Background: an optimization exercise with open tools, aiming at small area. Do not read the settings as production practice. At most, simulation tests tie the RTL to the original design; equivalence was not proved. The clock port is modelled as an ideal driver, which makes a skipped or thinned clock tree look cheaper than it is; a real chip needs a root buffer or a tree. No activity file was given, so power comes from the tool's default toggle rates.

==> module pong_graph_animate, before the edit <==
module pong_graph_animate(clk, arst, rst, meta, btn, video_on, pixel_x, pixel_y, graph_rgb);
    input                clk, arst, rst;
    output               meta;
    input        [1:0]   btn;
    input                video_on;
    input        [9:0]   pixel_x, pixel_y;
    output       [11:0]  graph_rgb;
    reg     [7:0]   pad;
    reg     [9:0]   bx;
    reg     [8:0]   by;
    reg             vi, vx, vy;
    wire    [7:0]   pad_n;
    wire    [9:0]   bx_n;
    wire    [8:0]   by_n;
    wire            vi_n, vx_n, vy_n;
    graph_core core(.btn(btn), .video_on(video_on), .pixel_x(pixel_x), .pixel_y(pixel_y),
                    .pad(pad), .bx(bx), .by(by), .vi(vi), .vx(vx), .vy(vy),
                    .graph_rgb(graph_rgb), .pad_n(pad_n), .bx_n(bx_n), .by_n(by_n),
                    .vi_n(vi_n), .vx_n(vx_n), .vy_n(vy_n));
    always @(posedge clk, posedge rst)
        if (rst) begin
            pad <= 8'd102;
            bx  <= 10'd0;
            by  <= 9'd0;
        end else begin
            pad <= pad_n;
            bx  <= bx_n;
            by  <= by_n;
        end
    assign meta = vy;
    always @(posedge clk)
        if (rst) begin
            vi <= 1'b1; vx <= 1'b1;
        end else begin
            vi <= vi_n; vx <= vx_n;
        end
    always @(posedge clk, posedge arst)
        if (arst)     vy <= 1'b0;
        else if (rst) vy <= ~vy;
        else          vy <= vy_n;
endmodule
==> module graph_core, before the edit <==
module graph_core(btn, video_on, pixel_x, pixel_y, pad, bx, by, vi, vx, vy,
                  graph_rgb, pad_n, bx_n, by_n, vi_n, vx_n, vy_n);
    input        [1:0]   btn;
    input                video_on;
    input        [9:0]   pixel_x, pixel_y;
    input        [7:0]   pad;
    input        [9:0]   bx;
    input        [8:0]   by;
    input                vi, vx, vy;
    output       [11:0]  graph_rgb;
    output       [7:0]   pad_n;
    output       [9:0]   bx_n;
    output       [8:0]   by_n;
    output reg           vi_n, vx_n, vy_n;
    function [10:0] sub10;
        input [9:0] a;
        input [9:0] b;
        integer i;
        reg w;
        begin
            w = 1'b0;
            for (i = 0; i < 10; i = i + 1) begin
                sub10[i] = a[i] ^ b[i] ^ w;
                w = (~a[i] & b[i]) | (~(a[i] ^ b[i]) & w);
            end
            sub10[10] = w;
        end
    endfunction
    function ge10;
        input [9:0] x;
        input [9:0] k;
        integer i;
        reg g;
        begin
            g = 1'b1;
            for (i = 0; i < 10; i = i + 1)
                g = k[i] ? (x[i] & g) : (x[i] | g);
            ge10 = g;
        end
    endfunction
    function [9:0] step10;
        input [9:0] x;
        input       en, up2, down;
        integer i;
        reg c;
        begin
            step10[0] = x[0] ^ (en & ~up2);
            c = en & (up2 | (x[0] ^ down));
            for (i = 1; i < 10; i = i + 1) begin
                step10[i] = x[i] ^ c;
                c = c & (x[i] ^ (down & ~up2));
            end
        end
    endfunction
    wire refr = (pixel_y == 10'd481) && (pixel_x == 10'd0);
    wire pad_dn = btn[1] & (pad != 8'd203);
    wire pad_up = ~pad_dn & btn[0] & (pad != 8'd1);
    wire pen = refr & (pad_dn | pad_up);
    wire [9:0] pad_s = step10({2'b0, pad}, pen, 1'b0, pad_up);
    assign pad_n = pad_s[7:0];
    assign bx_n = step10(bx, refr, vi, vx);
    wire [9:0] by_s = step10({1'b0, by}, refr, vi & vx, vy);
    assign by_n = by_s[8:0];
    wire by_top = &by;       
    wire top  = (by == 9'd0);
    wire bot  = ge10({1'b0, by}, 10'd473) & ~by_top;
    wire wall = ~ge10(bx, 10'd36);
    wire hitx = (bx[9:2] == 8'd148) & (bx[1:0] != 2'd0) | (bx == 10'd596);
    wire [10:0] qd = sub10({2'b0, by[8:1]}, {2'b0, pad});
    wire [8:0] q = qd[8:0];
    wire q_lo = ~q[8] & (q[7:6] == 2'd0) & (~q[5] | (q[4:2] == 3'd0));
    wire q_neg = (q[8:2] == 7'h7f) & ((q[1:0] != 2'd0) | by[0]);
    wire hity = ~by_top & (q_lo | q_neg);
    always @* begin
        vi_n = vi; vx_n = vx; vy_n = vy;
        if (top) begin
            vy_n = 1'b0;
            if (vi) vx_n = 1'b0;
        end else if (bot) begin
            vy_n = 1'b1;
            if (vi) vx_n = 1'b0;
        end else if (wall) begin
            vi_n = 1'b0; vx_n = 1'b0;
        end else if (hitx && hity) begin
            vi_n = 1'b0; vx_n = 1'b1;
        end
    end
    wire wall_on = (pixel_x[9:2] == 8'd8);                   
    wire [10:0] pd = sub10({2'b0, pixel_y[8:1]}, {2'b0, pad});
    wire paddle_on = (pixel_x[9:2] == 8'd150) & ~pixel_y[9] & ~pd[10] & (pd[7:6] == 2'd0) &
                     (~pd[5] | (pd[4:2] == 3'd0));
    function inrange;
        input [9:0] a;       
        input [9:0] b;       
        input       w;       
        integer i;
        reg c, ok;
        begin
            c = w;
            ok = 1'b1;
            for (i = 3; i < 10; i = i + 1) begin
                ok = ok & ~(a[i] ^ b[i] ^ c);
                c = b[i] & ~a[i];
            end
            inrange = ok & ~c & ~((b[9:3] == 7'h7f) & (b[2:0] != 3'd0));
        end
    endfunction
    wire [10:0] dxl = sub10({7'd0, pixel_x[2:0]}, {7'd0, bx[2:0]});
    wire [10:0] dyl = sub10({7'd0, pixel_y[2:0]}, {7'd0, by[2:0]});
    wire xin = inrange(pixel_x, bx, dxl[10]);
    wire yin = ~pixel_y[9] & ~by_top & inrange({1'b0, pixel_y[8:0]}, {1'b0, by}, dyl[10]);
    wire [10:0] dx = dxl;
    wire [10:0] dy = dyl;
    wire [2:0] c = dx[2:0];
    wire [2:0] r = dy[2:0];
    wire [1:0] er = r[2] ? ~r[1:0] : r[1:0];
    wire [1:0] ec = c[2] ? ~c[1:0] : c[1:0];
    wire rom_bit = er[1] | ec[1] | (er[0] & ec[0]);
    wire ball_on = xin & yin & rom_bit;
    assign graph_rgb = !video_on ? 12'h000 :
                       wall_on   ? 12'h00f :
                       paddle_on ? 12'h0f0 :
                       ball_on   ? 12'hf00 : 12'haaa;
endmodule
Settings: LEC_CHECK=0, CAP_MARGIN=20, CORE_MARGIN=2, CORE_UTILIZATION=40, SLEW_MARGIN=20; clock period 10.0 ns.
standard.sh (not shown) runs the stock make flow with config.mk's settings and CLKGATE_MAP_FILE= SYNTH_SCRIPT=/design/flow/synth_recipe.tcl, a recipe that flattens the netlist after the stock synthesis.
==> flow/flow/run.sh <==
#!/bin/bash
# Own layout flow: the standard flow (standard.sh) with
#  - synthesis by the standard flow's synthesis script, except that Yosys's abc pass is
#    run with each area-oriented ABC script abc*.script and the smallest
#    result kept (synth.tcl), and no full/half-adder extraction;
#  - port buffers of the smallest buffer cell (buf_1);
#  - the clock tree that clock tree synthesis builds replaced by one level
#    of clock buffers (post_cts.tcl, run as ORFS's POST_CTS_TCL hook).
# Every tool's output goes to a log file in the work folder (synth.log,
# layout.log) and ORFS's own logs under orfs/logs.
set -euo pipefail
W=$PWD
export FLOW_FLOW_DIR=$W/flow
export POST_CTS_TCL=$W/flow/post_cts.tcl
export FLOW_CLK_NBUF=2 FLOW_CLK_BUF=sky130_fd_sc_hd__clkbuf_16
EXTRA="SYNTH_SCRIPT=$W/flow/synth.tcl ADDER_MAP_FILE="
EXTRA="$EXTRA BUFFER_PORTS_ARGS='-buffer_cell sky130_fd_sc_hd__buf_1'"
EXTRA="$EXTRA CTS_ARGS='-sink_clustering_enable -repair_clock_nets -dont_use_dummy_load'"
sed -e "s|SYNTH_SCRIPT=[^ ]*|$EXTRA|" standard.sh > own_standard.sh
bash own_standard.sh synth > synth.log 2>&1
bash own_standard.sh finish > layout.log 2>&1
Other scripts of this flow, unchanged in this note and not shown: flow/flow/abc1.script, flow/flow/abc2.script, flow/flow/abc3.script, flow/flow/abc4.script, flow/flow/abc5.script, flow/flow/abc6.script, flow/flow/abc7.script, flow/flow/abc8.script, flow/flow/post_cts.tcl, flow/flow/synth.tcl
Then changed:
--- a/flow/design.v
+++ b/flow/design.v
@@ -56,14 +56,12 @@
     input                video_on;
     input        [9:0]   pixel_x, pixel_y;
     output       [11:0]  graph_rgb;
     reg     [7:0]   pad;
-    reg     [9:0]   bx;
-    reg     [8:0]   by;
+    reg     [9:0]   bx, by;
     reg             vi, vx, vy;
     wire    [7:0]   pad_n;
-    wire    [9:0]   bx_n;
-    wire    [8:0]   by_n;
+    wire    [9:0]   bx_n, by_n;
     wire            vi_n, vx_n, vy_n;
     graph_core core(.btn(btn), .video_on(video_on), .pixel_x(pixel_x), .pixel_y(pixel_y),
                     .pad(pad), .bx(bx), .by(by), .vi(vi), .vx(vx), .vy(vy),
                     .graph_rgb(graph_rgb), .pad_n(pad_n), .bx_n(bx_n), .by_n(by_n),
@@ -71,9 +69,9 @@
     always @(posedge clk, posedge rst)
         if (rst) begin
             pad <= 8'd102;
             bx  <= 10'd0;
-            by  <= 9'd0;
+            by  <= 10'd0;
         end else begin
             pad <= pad_n;
             bx  <= bx_n;
             by  <= by_n;
@@ -95,15 +93,13 @@
     input        [1:0]   btn;
     input                video_on;
     input        [9:0]   pixel_x, pixel_y;
     input        [7:0]   pad;
-    input        [9:0]   bx;
-    input        [8:0]   by;
+    input        [9:0]   bx, by;
     input                vi, vx, vy;
     output       [11:0]  graph_rgb;
     output       [7:0]   pad_n;
-    output       [9:0]   bx_n;
-    output       [8:0]   by_n;
+    output       [9:0]   bx_n, by_n;
     output reg           vi_n, vx_n, vy_n;
     function [10:0] sub10;
         input [9:0] a;
         input [9:0] b;
@@ -144,26 +140,24 @@
             end
         end
     endfunction
     wire refr = (pixel_y == 10'd481) && (pixel_x == 10'd0);
-    wire pad_dn = btn[1] & (pad != 8'd203);
-    wire pad_up = ~pad_dn & btn[0] & (pad != 8'd1);
+    wire pad_dn = btn[1] & ~ge10({2'b0, pad}, 10'd203);
+    wire pad_up = ~pad_dn & btn[0] & ge10({2'b0, pad}, 10'd2);
     wire pen = refr & (pad_dn | pad_up);
     wire [9:0] pad_s = step10({2'b0, pad}, pen, 1'b0, pad_up);
     assign pad_n = pad_s[7:0];
     assign bx_n = step10(bx, refr, vi, vx);
-    wire [9:0] by_s = step10({1'b0, by}, refr, vi & vx, vy);
-    assign by_n = by_s[8:0];
-    wire by_top = &by;       
-    wire top  = (by == 9'd0);
-    wire bot  = ge10({1'b0, by}, 10'd473) & ~by_top;
+    assign by_n = step10(by, refr, vi & vx, vy);
+    wire top  = (by == 10'd0);
+    wire bot  = ge10(by, 10'd473) & ~ge10(by, 10'd1017);
     wire wall = ~ge10(bx, 10'd36);
     wire hitx = (bx[9:2] == 8'd148) & (bx[1:0] != 2'd0) | (bx == 10'd596);
     wire [10:0] qd = sub10({2'b0, by[8:1]}, {2'b0, pad});
     wire [8:0] q = qd[8:0];
     wire q_lo = ~q[8] & (q[7:6] == 2'd0) & (~q[5] | (q[4:2] == 3'd0));
     wire q_neg = (q[8:2] == 7'h7f) & ((q[1:0] != 2'd0) | by[0]);
-    wire hity = ~by_top & (q_lo | q_neg);
+    wire hity = ~by[9] & (q_lo | q_neg);
     always @* begin
         vi_n = vi; vx_n = vx; vy_n = vy;
         if (top) begin
             vy_n = 1'b0;
@@ -199,9 +193,9 @@
     endfunction
     wire [10:0] dxl = sub10({7'd0, pixel_x[2:0]}, {7'd0, bx[2:0]});
     wire [10:0] dyl = sub10({7'd0, pixel_y[2:0]}, {7'd0, by[2:0]});
     wire xin = inrange(pixel_x, bx, dxl[10]);
-    wire yin = ~pixel_y[9] & ~by_top & inrange({1'b0, pixel_y[8:0]}, {1'b0, by}, dyl[10]);
+    wire yin = inrange(pixel_y, by, dyl[10]);
     wire [10:0] dx = dxl;
     wire [10:0] dy = dyl;
     wire [2:0] c = dx[2:0];
     wire [2:0] r = dy[2:0];
Register-to-register slack improved by 0.65 ns.
Sequential share of layout area falls by 0.22 points.
Worst hold slack degrades by 0.011 ns.
Power climbs by 0.71%.
Clock skew barely changes.
Combinational power stays flat.
Worst setup slack is worse by 0.049 ns.
Final cell count rises by 3.1%.
Global-route usage drops by 1.1 points.
Sequential power came out higher by about 2%.
Synthesized area came out higher by 2.8%.
Synthesized cell count went up by 4.0%.
Via count went up by 3.9%.
Critical path depth decreases by 4.
No functional check of the RTL was part of the second run of this note. No run of this note takes its clock network from TritonCTS; it comes from the design's own scripts or RTL.

-- what the ideal ports hide --
The flow's constraints put no driver on any port. The routed layouts listed below were extracted and timed again, unchanged, in two steps. Step 1 (the two cells are an assumption about what drives the block):
set clk [get_ports {clk}]
set_driving_cell -lib_cell sky130_fd_sc_hd__clkbuf_16 $clk
set_driving_cell -lib_cell sky130_fd_sc_hd__buf_2 [delete_from_list [all_inputs] $clk]
Step 2 also shifts input and output timing later by t, the mid clock arrival at the registers, as if the neighbouring blocks saw the same clock. Three values: ideal ports, drivers, drivers and shift; two values: the first two.
| run | t (ns) | setup WS [ns] | worst hold slack (ns) | worst setup path after step 2 | latest minus earliest clock arrival (ns) |
|---|---|---|---|---|---|
| the first run | 0.215 | 3.378 / 3.354 / 3.354 | 0.274 / 0.274 / 0.274 | input to output | 0.007 / 0.006 |
| the second run | 0.213 | 3.329 / 3.303 / 3.303 | 0.263 / 0.263 / 0.263 | input to output | 0.006 / 0.007 |
After both steps setup and hold are still met in every run listed. For the second run, which loses most, drivers alone change the setup slack by -0.026 ns; drivers and shift together by -0.026 ns.
